Context: an optimization exercise on an open-source flow, tuned for small area. The choices shown serve that exercise and are no tape-out recipe.
The RTL was checked by simulation tests, not by an equivalence proof against the original design.

## v6
// qoi_encoder
module qoi_encoder(
	input wire[7:0] r,
	input wire[7:0] g,
	input wire[7:0] b,
	input wire[7:0] a,
	input wire finish,
	input wire clk,
	input wire rst,
	output reg[39:0] chunk,
	output reg[2:0] chunk_len
);
reg[7:0] pr, pg, pb, pa;
reg[7:0] ppa;
reg[7:0] sel_lo, sel_hi;
wire[5:0] ph_hash = {
	|sel_hi[7:4], sel_hi[7] | sel_hi[6] | sel_hi[3] | sel_hi[2], sel_hi[7] | sel_hi[5] | sel_hi[3] | sel_hi[1],
	|sel_lo[7:4], sel_lo[7] | sel_lo[6] | sel_lo[3] | sel_lo[2], sel_lo[7] | sel_lo[5] | sel_lo[3] | sel_lo[1]};
reg pix;           
reg[7:0] c0;
reg[7:0] c1;
wire[2:0] clen = c0[7:6] == 2'b11 ? (c0[0] ? 3'd5 : 3'd4) : c0[7] ? 3'd2 : 3'd1;
reg rep;         
reg[5:0] runm1;  
reg pre_run;     
reg pre_pend;    
reg ph;
reg[25:0] st[0:63];
reg[63:0] valid;
wire[25:0] cur26 = {pr, pg, pb, pa[7:6]};
wire[25:0] wd = cur26 ^ {26{ph}};
wire[63:0] we;
wire[25:0] st_d[0:63];
genvar e, i;
generate for (e = 0; e < 64; e = e + 1) begin : ent
	assign we[e] = sel_lo[e % 8] & sel_hi[e / 8];
	wire wr = we[e];
	wire nwr = ~(sel_lo[e % 8] & sel_hi[e / 8]);
	for (i = 0; i < 26; i = i + 1) begin : bt
		qoi_encoder_cell c(.s(st[e][i]), .we(wr), .nwe(nwr), .d(wd[i]), .y(st_d[e][i]));
	end
	always @(posedge clk)
		st[e] <= st_d[e];
end endgenerate
wire[26:0] rdn[0:21];
wire[26:0] rd;
generate for (e = 0; e < 21; e = e + 1) begin : rg
	for (i = 0; i < 27; i = i + 1) begin : rb
		qoi_encoder_sel3 s(
			.a0(i < 26 ? st[3*e][i] : valid[3*e]), .s0(we[3*e]),
			.a1(i < 26 ? st[3*e+1][i] : valid[3*e+1]), .s1(we[3*e+1]),
			.a2(i < 26 ? st[3*e+2][i] : valid[3*e+2]), .s2(we[3*e+2]),
			.y(rdn[e][i]));
	end
end endgenerate
assign rdn[21] = ~({valid[63], st[63]} & {27{we[63]}});
generate for (i = 0; i < 27; i = i + 1) begin : ro
	wire[21:0] col;
	for (e = 0; e < 22; e = e + 1) begin : rc
		assign col[e] = rdn[e][i];
	end
	assign rd[i] = ~&col;
end endgenerate
wire match = rd[26] ? (rd[25:0] == wd) : (sel_lo[0] && sel_hi[0] && cur26 == 26'd0);
wire k = pre_run | pre_pend;
  ...
make LEC_CHECK=0 CAP_MARGIN=10 CORE_MARGIN=2 CORE_UTILIZATION=80 CTS_BUF_LIST=sky130_fd_sc_hd__clkbuf_16 CTS_CLUSTER_DIAMETER=80 CTS_CLUSTER_SIZE=32 SLEW_MARGIN=10 SYNTH_HIERARCHICAL=1 finish   # period 10.0 ns
run.sh (not shown) runs the stock make flow with config.mk's settings and CLKGATE_MAP_FILE= SYNTH_SCRIPT=/design/flow/synth_recipe.tcl, a recipe that flattens the netlist after the stock synthesis.
Inputs modified between v6 and v7:
# v6
export LEC_CHECK = 0
export CAP_MARGIN = 10
export CORE_MARGIN = 2
export CORE_UTILIZATION = 80
export CTS_BUF_LIST = sky130_fd_sc_hd__clkbuf_16
export CTS_CLUSTER_DIAMETER = 80
export CTS_CLUSTER_SIZE = 32
export SLEW_MARGIN = 10
export SYNTH_HIERARCHICAL = 1
create_clock -name core_clock -period 10.0 [get_ports {clk}]
# v7
export LEC_CHECK = 0
export CAP_MARGIN = 20
export CORE_MARGIN = 2
export CORE_UTILIZATION = 65
export CTS_BUF_LIST = sky130_fd_sc_hd__clkbuf_16
export CTS_CLUSTER_DIAMETER = 80
export CTS_CLUSTER_SIZE = 32
export SLEW_MARGIN = 20
export SYNTH_HIERARCHICAL = 1
create_clock -name core_clock -period 10.0 [get_ports {clk}]
The non-clock buffer count in v7 was higher than what v6 gave. Worst-case setup slack after placement deteriorates in v7 relative to v6. Run comparison: v7 library cell contributing the largest single delay on the critical path nor4_2; v6 library cell contributing the largest single delay on the critical path clkinv_1. Compared with v6, in v7 final worst slack saw a decrease; total wire length saw a decrease; average wire per cell in the routed design saw a decrease. v7 — hold slack 0.026 ns lower, v6 as reference. Looking at share of post-route cells with drive strength above 1, v7 sits 0.32 points higher than v6 does.

## re-timing with driven ports
No port has a modelled driver above. Below, the same layouts with a new extraction and two added sets of constraints.
Step 1, drivers: a clkbuf_16 drives clk and a buf_2 each remaining input, both assumed.
Step 2 times the ports against the registers' clock, not the clock port: input delays grow and output delays shrink by t, the midpoint of the rising clock arrivals with the driver on.
Three values: no drivers, after step 1, after step 2; two values: the first two.
run | shift t [ns] | setup slack, ns | worst register clock-pin slew, ns
v6 | 0.742 | 2.941 / 2.941 / 2.661 | 0.12 / 0.12
v7 | 0.764 | 2.725 / 2.725 / 2.725 | 0.12 / 0.12
After both steps setup and hold are still met in every run listed. The setup slack of v6, which loses most, moves by 0.000 ns with the drivers and by -0.280 ns with both steps.
